Context: an optimization exercise on an open-source flow, tuned for small area, a short achievable clock period and few clock cycles. The choices shown serve that exercise and are no tape-out recipe. At most, simulation tests tie the RTL to the original design; equivalence was not proved. The clock port is modelled as an ideal driver; clocking choices that lean on that would not hold on a real chip. Power and IR drop assume default switching activity.

## exp/quartz
## AxisCrcChecker
module AxisCrcChecker(
  input        clock,
  input        reset,
  output       io_AxisSlv_ready,
  input        io_AxisSlv_valid,
  input        io_AxisSlv_bits_Tlast,
  input  [7:0] io_AxisSlv_bits_Tdata,
  input        io_AxisMst_ready,
  output       io_AxisMst_valid,
  output       io_AxisMst_bits_Tlast,
  output [7:0] io_AxisMst_bits_Tdata
);
For scale: about 9300 cells after synthesis, roughly 8400 flip-flops, ~24 I/O pins, ~180000 um^2 of cells after synthesis.
clock: 15.0 ns
lec_check: 0
cap_margin: 40
core_margin: 2
core_utilization: 60
cts_buf_list: sky130_fd_sc_hd__clkbuf_16
cts_cluster_diameter: 100
cts_cluster_size: 30
place_density: 0.7
slew_margin: 40
synth_memory_max_bits: 16384
standard.sh (not shown) runs the stock make flow with config.mk's settings and CLKGATE_MAP_FILE= SYNTH_SCRIPT=/design/flow/synth_recipe.tcl, a recipe that flattens the netlist after the stock synthesis.
==> flow/flow/run.sh <==
#!/bin/bash
set -euo pipefail
export BUFFER_PORTS_ARGS="-buffer_cell sky130_fd_sc_hd__buf_4"
export SETUP_SLACK_MARGIN=11
bash standard.sh place > standard_place.log 2>&1
openroad -no_init -exit flow/placeio.tcl > placeio.log 2>&1
bash standard.sh cts > standard_cts.log 2>&1
openroad -no_init -exit flow/unroot.tcl > unroot.log 2>&1
bash standard.sh > standard_finish.log 2>&1
Other scripts of this flow, unchanged in this note and not shown: flow/flow/placeio.tcl, flow/flow/unroot.tcl
Testbench counts of exp/quartz, summed over its fixed seeds: cycles 46,598.
The following lists how exp/onyx was set up differently from exp/quartz:
-- flow/design.v --
<<< exp/quartz, line 26
);
  localparam N  = 1024;           
  localparam LW = 7;              
  localparam LR = 6;              
  localparam KW = N >> LW;        
  localparam KR = N >> LR;        
>>> exp/onyx, line 26
);
  localparam N  = 1024;           
  localparam LW = 6;              
  localparam LR = 5;              
  localparam KW = N >> LW;        
  localparam KR = N >> LR;        
--- outcome ---
Delta(simple logic cell fraction of the synthesized area, exp/onyx - exp/quartz) > 0. Higher worst setup slack among exp/quartz and exp/onyx: exp/quartz. From exp/quartz to exp/onyx the numbers moved as follows: wire length of the first global-routing pass climbed 11%, maximum vdd drop lower, cell area power density neither gained nor lost much. Per the comparison of exp/onyx with exp/quartz, total number of sequential cells did not really move, total CTS buffers shrank by 2, share of synthesized cell area in full adder, half adder and majority cells has remained practically unchanged, post-route standard cell area excluding fillers has increased. Side by side, sequential share of layout area turned out lower in exp/onyx than in exp/quartz. | count of filler cells inserted in the layout | exp/onyx vs exp/quartz | 0.93% higher |. Multi-input gate count: exp/onyx > exp/quartz. exp/onyx vs exp/quartz: number of buffers other than clock buffers in the final layout up by more than a quarter. exp/onyx vs. exp/quartz: clock-buffer cell count went down by 3.
The RTL of exp/onyx was laid out without a check of its function.


== trial 44 ==
The RTL this note starts from:
==> flow/design.v <==
module calc_crc (
    input [7:0] CRC_I,
    input [7:0] DATA_I,
    output [7:0] CRC_O
);
    assign CRC_O[0] = CRC_I[0] ^ CRC_I[6] ^ CRC_I[7] ^ DATA_I[0] ^ DATA_I[6] ^ DATA_I[7];
    assign CRC_O[1] = CRC_I[0] ^ CRC_I[1] ^ CRC_I[6] ^ DATA_I[0] ^ DATA_I[1] ^ DATA_I[6];
    assign CRC_O[2] = CRC_I[0] ^ CRC_I[1] ^ CRC_I[2] ^ CRC_I[6] ^ DATA_I[0] ^ DATA_I[1] ^ DATA_I[2] ^ DATA_I[6];
    assign CRC_O[3] = CRC_I[1] ^ CRC_I[2] ^ CRC_I[3] ^ CRC_I[7] ^ DATA_I[1] ^ DATA_I[2] ^ DATA_I[3] ^ DATA_I[7];
    assign CRC_O[4] = CRC_I[2] ^ CRC_I[3] ^ CRC_I[4] ^ DATA_I[2] ^ DATA_I[3] ^ DATA_I[4];
    assign CRC_O[5] = CRC_I[3] ^ CRC_I[4] ^ CRC_I[5] ^ DATA_I[3] ^ DATA_I[4] ^ DATA_I[5];
    assign CRC_O[6] = CRC_I[4] ^ CRC_I[5] ^ CRC_I[6] ^ DATA_I[4] ^ DATA_I[5] ^ DATA_I[6];
    assign CRC_O[7] = CRC_I[5] ^ CRC_I[6] ^ CRC_I[7] ^ DATA_I[5] ^ DATA_I[6] ^ DATA_I[7];
endmodule
module AxisCrcChecker(
  input        clock,
  input        reset,
  output       io_AxisSlv_ready,
  input        io_AxisSlv_valid,
  input        io_AxisSlv_bits_Tlast,
  input  [7:0] io_AxisSlv_bits_Tdata,
  input        io_AxisMst_ready,
  output       io_AxisMst_valid,
  output       io_AxisMst_bits_Tlast,
  output [7:0] io_AxisMst_bits_Tdata
);
  localparam N  = 1024;           
  localparam LW = 5;              
  localparam LR = 5;              
  localparam KW = N >> LW;        
  localparam KR = N >> LR;        
  localparam [LR-1:0] RC = {LR{1'b1}};  
  localparam QD = 10;             
  localparam QL = 4;
  reg        in_rdy;
  wire       acc = io_AxisSlv_valid & in_rdy;
  reg  [7:0] crc;
  wire [7:0] crc_n;
  calc_crc u_calc_crc (.CRC_I(crc), .DATA_I(io_AxisSlv_bits_Tdata), .CRC_O(crc_n));
  wire       in_g = (crc_n == 8'h00);
  always @(posedge clock) begin
    if (reset) crc <= 8'hff;
    else if (acc) crc <= io_AxisSlv_bits_Tlast ? 8'hff : crc_n;
  end
  reg [9:0] bq0, bq1;             
  reg       b_wp, b_rp;
  reg [1:0] b_cnt;
  wire      b_ne = (b_cnt != 2'd0);
  wire [9:0] b_head = b_rp ? bq1 : bq0;
  wire [7:0] w_d = b_head[7:0];
  wire       w_l = b_head[8];
  wire       w_g = b_head[9];
  always @(posedge clock) begin
    if (acc & ~b_wp) bq0 <= {in_g, io_AxisSlv_bits_Tlast, io_AxisSlv_bits_Tdata};
    if (acc &  b_wp) bq1 <= {in_g, io_AxisSlv_bits_Tlast, io_AxisSlv_bits_Tdata};
  end
  reg  [9:0]  wp;
  reg  [10:0] w_id;
  reg  [10:0] r_id;
  reg  [9:0]  rp;
  reg         r_al;               
  reg  [9:0]  pk_len;             
  reg         cur_v;              
  reg  [9:0]  rem;                
  reg         lastb;              
  reg [10:0]   qq [0:QD-1];
  reg [QL-1:0] q_wp, q_rp;
  reg [QL:0]   q_cnt;
  wire [10:0]  q_head = qq[q_rp];
  wire         q_ne = (q_cnt != 0);
  wire         q_room = (q_cnt != QD);
  wire full   = (w_id[9:0] == r_id[9:0]) & (w_id[10] != r_id[10]);
  wire w_al   = (wp[LW-1:0] == 0);
  wire wr     = b_ne & w_al & ~full & (~w_l | q_room);
  wire empty  = (w_id == r_id);
  wire hold   = empty & w_al & ~wr;
  wire [9-LW:0] w_tap = wp[9:LW];
  reg        credit;
  reg  [1:0] f_used;              
  wire       rd    = cur_v & r_al & credit;
  wire       next  = ~cur_v | (rd & lastb);
  wire       load  = next & q_ne;
  wire       skip  = load & ~q_head[10];
  wire [9:0] rp_sk = rp - q_head[9:0] - rd;
  reg  [8*N-1:0] ring;
  wire [8*N-1:0] rot = {ring[8*N-9:0], ring[8*N-1:8*N-8]};
  integer k;
  always @(posedge clock) begin
    ring <= rot;
    for (k = 0; k < KW; k = k + 1)
      if (wr && w_tap == k) ring[8*(k<<LW) +: 8] <= w_d;
  end
  wire [8*KR-1:0] taps;
  genvar g;
  generate
    for (g = 0; g < KR; g = g + 1) begin : g_tap
      assign taps[8*g +: 8] = ring[8*((g<<LR)+RC) +: 8];
    end
  endgenerate
  wire [7:0] x_d = taps[8*rp[9:LR] +: 8];
  wire       x_l = lastb;
  wire       x_v = rd;
  reg pop_q;
  wire [1:0] f_next = f_used + rd - pop_q;
  always @(posedge clock) begin
    if (reset) begin
      wp <= 10'd0;
      w_id <= 11'd0;
      r_id <= 11'd0;
      rp <= 10'd1023;
      r_al <= 1'b1;
      pk_len <= 10'd0;
      cur_v <= 1'b0;
      rem <= 10'd0;
      lastb <= 1'b0;
      b_wp <= 1'b0; b_rp <= 1'b0; b_cnt <= 2'd0;
      q_wp <= 0; q_rp <= 0; q_cnt <= 0;
      in_rdy <= 1'b1;
      f_used <= 2'd0;
      credit <= 1'b0;
    end else begin
      if (acc) b_wp <= ~b_wp;
      if (wr)  b_rp <= ~b_rp;
      b_cnt <= b_cnt + acc - wr;
      in_rdy <= ({1'b0, b_cnt} + in_rdy - wr) <= 3'd1;
      if (wr) begin
        w_id <= w_id + 11'd1;
        pk_len <= w_l ? 10'd0 : pk_len + 10'd1;
      end else if (~hold) wp <= wp + 10'd1;
      if (wr & w_l) begin
        qq[q_wp] <= {w_g, pk_len};
        q_wp <= (q_wp == QD - 1) ? 0 : q_wp + 1'b1;
      end
      q_cnt <= q_cnt + (wr & w_l) - load;
      if (load) q_rp <= (q_rp == QD - 1) ? 0 : q_rp + 1'b1;
      if (next) cur_v <= load & q_head[10];
      if (load) begin
        rem <= q_head[9:0];
        lastb <= (q_head[9:0] == 10'd0);
      end else if (rd) begin
        rem <= rem - 10'd1;
        lastb <= (rem == 10'd1);
      end
      if (skip) r_id <= r_id + {1'b0, q_head[9:0]} + 11'd1 + rd;
      else if (rd) r_id <= r_id + 11'd1;
      if (skip) begin
        rp <= rp_sk;
        r_al <= (rp_sk[LR-1:0] == RC);
      end else if (~rd & ~hold) begin
        rp <= rp + 10'd1;
        r_al <= (rp[LR-1:0] == RC - 1'b1);
      end
      f_used <= f_next;
      credit <= (f_next != 2'd3);
    end
  end
  reg       o_v;
  reg [7:0] o_d;
  reg       o_l;
  reg [8:0] oq0, oq1;
  reg       oq_wp, oq_rp;
  reg [1:0] oq_cnt;
  wire      o_load = ~o_v | io_AxisMst_ready;
  wire      oq_ne  = (oq_cnt != 2'd0);
  wire [8:0] oq_head = oq_rp ? oq1 : oq0;
  wire      oq_pop  = o_load & oq_ne;
  wire      oq_push = x_v & ~(o_load & ~oq_ne);
  always @(posedge clock) begin
    if (oq_push & ~oq_wp) oq0 <= {x_l, x_d};
    if (oq_push &  oq_wp) oq1 <= {x_l, x_d};
    if (reset) begin
      o_v <= 1'b0;
      o_d <= 8'd0;
      o_l <= 1'b0;
      oq_wp <= 1'b0; oq_rp <= 1'b0; oq_cnt <= 2'd0;
      pop_q <= 1'b0;
    end else begin
      pop_q <= o_v & io_AxisMst_ready;
      if (o_load) begin
        o_v <= oq_ne | x_v;
        {o_l, o_d} <= oq_ne ? oq_head : {x_l, x_d};
      end
      if (oq_push) oq_wp <= ~oq_wp;
      if (oq_pop)  oq_rp <= ~oq_rp;
      oq_cnt <= oq_cnt + oq_push - oq_pop;
    end
  end
  assign io_AxisSlv_ready      = in_rdy;
  assign io_AxisMst_valid      = o_v;
  assign io_AxisMst_bits_Tdata = o_d;
  assign io_AxisMst_bits_Tlast = o_l;
endmodule
Settings: LEC_CHECK=0, CAP_MARGIN=40, CORE_MARGIN=2, CORE_UTILIZATION=60, CTS_BUF_LIST=sky130_fd_sc_hd__clkbuf_16, CTS_CLUSTER_DIAMETER=100, CTS_CLUSTER_SIZE=30, PLACE_DENSITY=0.7, SLEW_MARGIN=40, SYNTH_MEMORY_MAX_BITS=16384; clock period 15.0 ns.
==> flow/flow/run.sh <==
#!/bin/bash
# Standard layout, with a fast buffer on every port and timing repair aimed
# below the 15 ns constraint.
set -euo pipefail
export BUFFER_PORTS_ARGS="-buffer_cell sky130_fd_sc_hd__buf_4"
export SETUP_SLACK_MARGIN=11
bash standard.sh > standard.log 2>&1
### trial 44 -> trial 64
--- a/flow/design.v
+++ b/flow/design.v
@@ -167,14 +167,12 @@
   wire      oq_push = x_v & ~(o_load & ~oq_ne);
   always @(posedge clock) begin
     if (oq_push & ~oq_wp) oq0 <= {x_l, x_d};
     if (oq_push &  oq_wp) oq1 <= {x_l, x_d};
     if (reset) begin
       o_v <= 1'b0;
-      o_d <= 8'd0;
-      o_l <= 1'b0;
       oq_wp <= 1'b0; oq_rp <= 1'b0; oq_cnt <= 2'd0;
       pop_q <= 1'b0;
     end else begin
       pop_q <= o_v & io_AxisMst_ready;
       if (o_load) begin
         o_v <= oq_ne | x_v;
Findings:
- In trial 64, the slew at the pin closest to its max-slew limit came out 0.030 ns below the value in trial 44.
- Trial 44 -> trial 64: minimum period implied by the final worst setup slack flat
- Sequential cell area fraction in the yosys report: trial 64 vs trial 44 up 0.53 points
- Comparing trial 64 with trial 44, the total routing resource utilization after global routing came out essentially unchanged.
- Going from trial 44 to trial 64, total power has decreased, synthesized area has decreased.
- Trial 44 -> trial 64: first-iteration DRC count increased by more than 10%
- Between trial 64 and trial 44, the average wire per standard cell is lower for trial 64.
- [compare] base=trial 44 new=trial 64: total non-filler cell area in the finished layout decreased by 0.66% relative to the old numbers, cell count increased by 157 relative to the old numbers, number of antenna violations at the first check in global routing increased by about 10% relative to the old numbers.
- Compared with trial 44, trial 64 shows a cell count after synthesis that is about 2.3% higher.
- Cell count after placement, trial 64 and trial 44: larger value in trial 64
- Clock distribution area overhead in the final layout essentially unchanged between trial 44 and trial 64.
No functional check of the RTL was part of any run of this note.

==> separate check: timing with driven ports <==
The results above use ideal ports. As a check the final layouts listed here were re-extracted and re-timed, cells and wires unchanged.
Step 1, drivers: a clkbuf_16 drives clock and a buf_2 each remaining input, both assumed.
Step 2 adds t to the input delays and takes it off the output delays; t is the mean of the earliest and latest rising clock arrival at the registers after step 1. Input paths then give back, and output paths get back, about the clock's delay inside the block.
a / b / c = ideal / step 1 / step 2; a / b = the first two.
run	shift t [ns]	setup slack, ns	hold slack, ns	worst register clock-pin slew, ns
exp/quartz	0.864	10.892 / 10.691 / 10.432	0.290 / 0.290 / 0.290	0.12 / 0.12
exp/onyx	0.869	10.867 / 10.663 / 10.326	0.291 / 0.291 / 0.291	0.11 / 0.11
trial 44	1.004	10.496 / 10.400 / 10.307	0.311 / 0.311 / 0.311	0.11 / 0.11
trial 64	1.002	10.495 / 10.402 / 10.356	0.292 / 0.292 / 0.292	0.12 / 0.12
After both steps every run listed still meets setup and hold. The setup slack of exp/onyx, which loses most, moves by -0.204 ns with the drivers and by -0.541 ns with both steps.
